Context: an optimization exercise on an open-source flow, tuned for small area, a short achievable clock period and few clock cycles. The choices shown serve that exercise and are no tape-out recipe. Where RTL was checked, it was by simulation tests only, not by an equivalence proof against the original. Power figures rest on the tool's default switching activity, not on a simulated workload.

## alu
module alu #(
    parameter INT_W  = 4,
    parameter FRAC_W = 6,
    parameter INST_W = 4,
    parameter DATA_W = INT_W + FRAC_W
)(
    input                     i_clk,
    input                     i_rst_n,
    input                     i_valid,
    input signed [DATA_W-1:0] i_data_a,
    input signed [DATA_W-1:0] i_data_b,
    input        [INST_W-1:0] i_inst,
    output                    o_valid,
    output       [DATA_W-1:0] o_data
);
wire signed [9:0] a = i_data_a;
wire signed [9:0] b = i_data_b;
wire s_mul  = (i_inst[3:1] == 3'b001);
wire s_add  = (i_inst[3:1] == 3'b000);
wire is_sub = (i_inst == 4'd1);
wire is_mac = (i_inst == 4'd3);
wire s_tanh = (i_inst == 4'd4);
wire s_cpop = (i_inst == 4'd8);
wire t_r1 = (a <= -10'sd96);
wire t_r2 = !t_r1 && (a <= -10'sd32);
wire t_r5 = (a > 10'sd96);
wire t_r4 = !t_r5 && (a > 10'sd32);
wire t_r3 = !(t_r1 || t_r2 || t_r4 || t_r5);
wire [9:0] tanh_x = t_r1 ? -10'sd64 : t_r2 ? -10'sd16 : t_r4 ? 10'sd16 : t_r5 ? 10'sd64 : 10'sd0;
reg [3:0] clz, ctz;
integer k;
always @(*) begin
  ...
export LEC_CHECK = 0
export ABC_AREA = 1
export CAP_MARGIN = 20
export CORE_MARGIN = 2
export CORE_UTILIZATION = 40
export SETUP_SLACK_MARGIN = 3.5
export SLEW_MARGIN = 20
create_clock -name core_clock -period 9.0 [get_ports {i_clk}]
standard.sh (not shown) runs the stock make flow with config.mk's settings and CLKGATE_MAP_FILE= SYNTH_SCRIPT=/design/flow/synth_recipe.tcl, a recipe that flattens the netlist after the stock synthesis.
==> flow/flow/run.sh <==
#!/bin/bash
# The standard layout, except that the input and output ports are buffered
# with buf_2 cells (buffer_ports otherwise picks a slow delay buffer).
set -euo pipefail
bash standard.sh "BUFFER_PORTS_ARGS=-buffer_cell sky130_fd_sc_hd__buf_2" finish > standard_flow.log 2>&1
The baseline completed without violations.
Testbench counts at the start, summed over its fixed seeds: cycles 24,000.
Then changed:
CORE_UTILIZATION = 30   (was 40)
- design area is higher by about 1.6%
- count of clock-buffer cells in the layout is unchanged
- total power stays flat
- global-route usage fell by 5.0 points
- setup slack improved by 36 ps
- sequential power barely changes
- cell count rises by about 7%
- via count is higher by about 1.3%
Then changed:
CORE_UTILIZATION = 40   (was 30)
SETUP_SLACK_MARGIN = 4.6   (was 3.5)
- final cell count shrinks by 5.2%
- final area rose by 7.2%
- clock-buffer cell count stays the same
- area after synthesis does not change
- setup slack is better by 95 ps
- wire length came out higher by 0.49%
- total power grows by 31%
- combinational power rises by 47%
- core utilization climbs by 15 points
- clock skew came out lower by 4.1 ps

v6:
Another version of the RTL of alu (not shown whole).
Size: roughly 38 I/O pins, roughly 6200 sq um of cells after synthesis.
Settings: LEC_CHECK=0, ABC_AREA=1, CAP_MARGIN=20, CORE_MARGIN=2, CORE_UTILIZATION=40, SETUP_SLACK_MARGIN=4.0, SLEW_MARGIN=20; clock period 9.0 ns.
Scripts as last shown in full above: flow/flow/run.sh
v6 closes out successfully: all stages finished, all timing, DRC and antenna checks passed.
Input changes introduced in v7 (baseline for comparison: v6):
- removing ABC_AREA (formerly 1)
- changing SETUP_SLACK_MARGIN from 4.0 to 3.5
--- outcome ---
Compared with v6, in v7 clock skew went down 0.0050 ns, final worst setup slack went down 0.63 ns, height of the die went down 2.6 um. The non-clock inverter total of the final layout number comes out higher for v6 vs v7. Of v7 and v6, v7 shows the higher final period utilization, with v6 below it. Final-layout fill cell count: v7 < v6. v7 vs v6: count of different cell masters after synthesis up by more than a quarter.
No run of this note included a check of the RTL's function; only the layout flow was run.

zinc:
RTL: one of the versions met above, not the one the previous note started from.
Size: ~800 cells after synthesis, ~38 I/O pins, ~5800 um2 of cells after synthesis.
Settings: LEC_CHECK=0, ABC_AREA=1, CAP_MARGIN=20, CORE_MARGIN=2, CORE_UTILIZATION=40, SETUP_SLACK_MARGIN=3.5, SLEW_MARGIN=20; clock period 9.0 ns.
==> flow/flow/run.sh <==
#!/bin/bash
# The standard layout with two changes:
#  - the input and output ports are buffered with buf_2 cells (buffer_ports
#    otherwise picks a slow delay buffer);
#  - synthesis is the standard one except for ABC's mapping: the logic from
#    the registers to o_data keeps ORFS's area script (abc_area.script), the
#    logic from the inputs to the registers, which has timing to spare, is
#    mapped for area only (abc_s1.script). flow/abc_split.tcl replaces the
#    single abc call of ORFS's synth.tcl.
set -euo pipefail
W=$PWD
awk -v blk="$W/flow/abc_split.tcl" '{
  if ($0 == "  log_cmd abc {*}$abc_args") { while ((getline l < blk) > 0) print l; close(blk) }
  else print
}' "$FLOW_HOME/scripts/synth.tcl" > synth_split.tcl
grep -q 'ABC_S1' synth_split.tcl
sed "s#source \$::env(SCRIPTS_DIR)/synth.tcl#source $W/synth_split.tcl#" synth_recipe.tcl > synth_top.tcl
grep -q 'synth_split.tcl' synth_top.tcl
bash standard.sh "BUFFER_PORTS_ARGS=-buffer_cell sky130_fd_sc_hd__buf_2" \
  "SYNTH_SCRIPT=$W/synth_top.tcl" \
  "ABC_S1=$W/flow/abc_s1.script" \
  "ABC_S2=$FLOW_HOME/scripts/abc_area.script" \
  finish > standard_flow.log 2>&1
==> flow/flow/abc_s1.script <==
strash
dc2
dch -f
map -a
topo
stime -c
buffer -c
upsize -c
dnsize -c
==> flow/flow/abc_split.tcl <==
  # Map the logic in the cone of the outputs (from the registers to o_data)
  # and the rest (from the inputs to the registers) with separate ABC scripts.
  set abc_rest [lrange $abc_args 2 end]
  select -set s2 o:o_data {%ci*:-sky130_fd_sc_hd__dfxtp_1[D,CLK]:-sky130_fd_sc_hd__dfrtp_1[D,CLK,RESET_B]}
  select -set s1 * @s2 %d
  log_cmd abc -script $::env(ABC_S1) {*}$abc_rest @s1
  log_cmd abc -script $::env(ABC_S2) {*}$abc_rest @s2
  select -clear
zinc: done, clean on timing, DRC and antenna
Testbench counts of zinc, summed over its fixed seeds: cycles 24,000.
What willow does differently from zinc at the input level:
Settings: CORE_UTILIZATION: 40 -> 55.
==> flow/flow/run.sh <==
#!/bin/bash
# The standard layout, except that the input and output ports are buffered
# with buf_2 cells (buffer_ports otherwise picks a slow delay buffer).
set -euo pipefail
bash standard.sh "BUFFER_PORTS_ARGS=-buffer_cell sky130_fd_sc_hd__buf_2" finish > standard_flow.log 2>&1
removed: flow/flow/abc_s1.script
removed: flow/flow/abc_split.tcl
==> comparison <==
- [compare] base=zinc new=willow: power per unit of standard cell area went down by 3.3 nW/um2, post-route standard cell area excluding fillers went up by about 1.8%, shortest period the worst path allows went up by 0.19 ns, reported leakage power went up by about 16%, number of logic inverters in the finished layout went up by 41.
- Sort willow and zinc by non-clock buffer count desc -> top: willow
- [compare] base=zinc new=willow: die area shrank by 24%, global-route usage higher.
- Diff zinc -> willow: fmax fell by 3.9%; worst setup slack fell by 0.19 ns.
Inputs modified between willow and harbor:
Settings: swapping 55 for 40 in CORE_UTILIZATION; swapping 3.5 for 4.4 in SETUP_SLACK_MARGIN.
==> flow/flow/run.sh <==
#!/bin/bash
# The standard layout with two changes:
#  - the input and output ports are buffered with buf_2 cells (buffer_ports
#    otherwise picks a slow delay buffer);
#  - synthesis is the standard one except for ABC's mapping: the logic from
#    the registers to o_data keeps ORFS's area script (abc_area.script), the
#    logic from the inputs to the registers, which has timing to spare, is
#    mapped for area only (abc_s1.script). flow/abc_split.tcl replaces the
#    single abc call of ORFS's synth.tcl.
set -euo pipefail
W=$PWD
awk -v blk="$W/flow/abc_split.tcl" '{
  if ($0 == "  log_cmd abc {*}$abc_args") { while ((getline l < blk) > 0) print l; close(blk) }
  else print
}' "$FLOW_HOME/scripts/synth.tcl" > synth_split.tcl
grep -q 'ABC_S1' synth_split.tcl
sed "s#source \$::env(SCRIPTS_DIR)/synth.tcl#source $W/synth_split.tcl#" synth_recipe.tcl > synth_top.tcl
grep -q 'synth_split.tcl' synth_top.tcl
bash standard.sh "BUFFER_PORTS_ARGS=-buffer_cell sky130_fd_sc_hd__buf_2" \
  "SYNTH_SCRIPT=$W/synth_top.tcl" \
  "ABC_S1=$W/flow/abc_s1.script" \
  "ABC_S2=$FLOW_HOME/scripts/abc_area.script" \
  finish > standard_flow.log 2>&1
==> flow/flow/abc_s1.script (new file) <==
strash
dc2
dch -f
map -a
topo
stime -c
buffer -c
upsize -c
dnsize -c
==> flow/flow/abc_split.tcl (new file) <==
  # Map the logic in the cone of the outputs (from the registers to o_data)
  # and the rest (from the inputs to the registers) with separate ABC scripts.
  set abc_rest [lrange $abc_args 2 end]
  select -set s2 o:o_data {%ci*:-sky130_fd_sc_hd__dfxtp_1[D,CLK]:-sky130_fd_sc_hd__dfrtp_1[D,CLK,RESET_B]}
  select -set s1 * @s2 %d
  log_cmd abc -script $::env(ABC_S1) {*}$abc_rest @s1
  log_cmd abc -script $::env(ABC_S2) {*}$abc_rest @s2
  select -clear
==> comparison <==
harbor: area enclosed by the die boundary is about 30% higher than what willow reported. met1 capacity usage during global routing down 12 points in harbor wrt willow. Looking only at met1 layer wirelength in the final routing, and setting everything else aside, the lower value of harbor and willow goes to willow. Lower share of the clock period used by the worst path after layout goes to harbor over willow. Cmp harbor vs willow: overall fraction of global-route tracks in use lower in harbor. harbor packs its core looser than willow. When harbor is measured against willow, its total power after layout turns out 260 uW higher. Between harbor and willow, synthesized area is higher for willow, harbor comes in under that. What harbor reported for via count has to be multiplied by 1.07 to get the figure for willow. Diff harbor and willow: fraction of the mapped netlist area in adder cells higher in harbor. When the final numbers for harbor and willow were put side by side, the critical path arrival turned out to be smaller in harbor.
Here is what was changed in the inputs of ember compared with harbor.
Settings: SETUP_SLACK_MARGIN: 4.4 -> 4.3.
==> flow/flow/abc_s1.script <==
strash
dch
map -a
topo
stime -c
buffer -c
upsize -c
dnsize -c
[summary]
Looking at the reports, ember completed the entire flow and the layout it produced met the timing, DRC and antenna checks. Changes observed in ember relative to harbor: area growth from synthesis to layout now sits higher, final count of negative-setup-slack endpoints did not really move. Compared with harbor, in ember global-route usage went up by 0.79 points; wire length reported by the detailed router picked up an extra about 3.5%.

what the ideal ports hide:
How much do the figures lean on ideal ports? The routed layouts below were timed once more, with nothing changed but the port constraints.
Step 1 sets driving cells, clkbuf_16 on the clock port and buf_2 on the other inputs (assumed; they add their load-dependent delay and slew).
Step 2 times the ports against the registers' clock, not the clock port: input delays grow and output delays shrink by t, the midpoint of the rising clock arrivals with the driver on.
a / b / c = ideal ports / drivers / drivers and shift; a / b = the first two.
| run | t (ns) | setup slack, ns | clock arrival spread, ns | slew at the worst register clock pin (ns) | pins driven straight from the clock port |
|---|---|---|---|---|---|
| the first run of note 1 | 0.316 | 4.299 / 4.263 / 4.354 | 0.006 / 0.005 | 0.06 / 0.06 | 1 |
| the second run of note 1 | 0.314 | 4.335 / 4.300 / 4.339 | 0.009 / 0.009 | 0.06 / 0.06 | 1 |
| the third run of note 1 | 0.316 | 4.430 / 4.395 / 4.385 | 0.004 / 0.004 | 0.06 / 0.06 | 1 |
| v6 | 0.317 | 4.273 / 4.238 / 4.339 | 0.013 / 0.014 | 0.07 / 0.07 | 1 |
| v7 | 0.317 | 3.645 / 3.611 / 3.928 | 0.009 / 0.009 | 0.06 / 0.06 | 1 |
| zinc | 0.312 | 4.400 / 4.361 / 4.107 | 0.006 / 0.006 | 0.06 / 0.06 | 1 |
| willow | 0.316 | 4.214 / 4.185 / 4.362 | 0.020 / 0.021 | 0.09 / 0.09 | 1 |
| harbor | 0.312 | 4.342 / 4.302 / 4.195 | 0.008 / 0.008 | 0.06 / 0.06 | 1 |
| ember | 0.320 | 4.404 / 4.370 / 4.128 | 0.011 / 0.011 | 0.06 / 0.06 | 1 |
After both steps setup and hold are still met in every run listed. The setup slack of zinc, which loses most, moves by -0.039 ns with the drivers and by -0.293 ns with both steps.
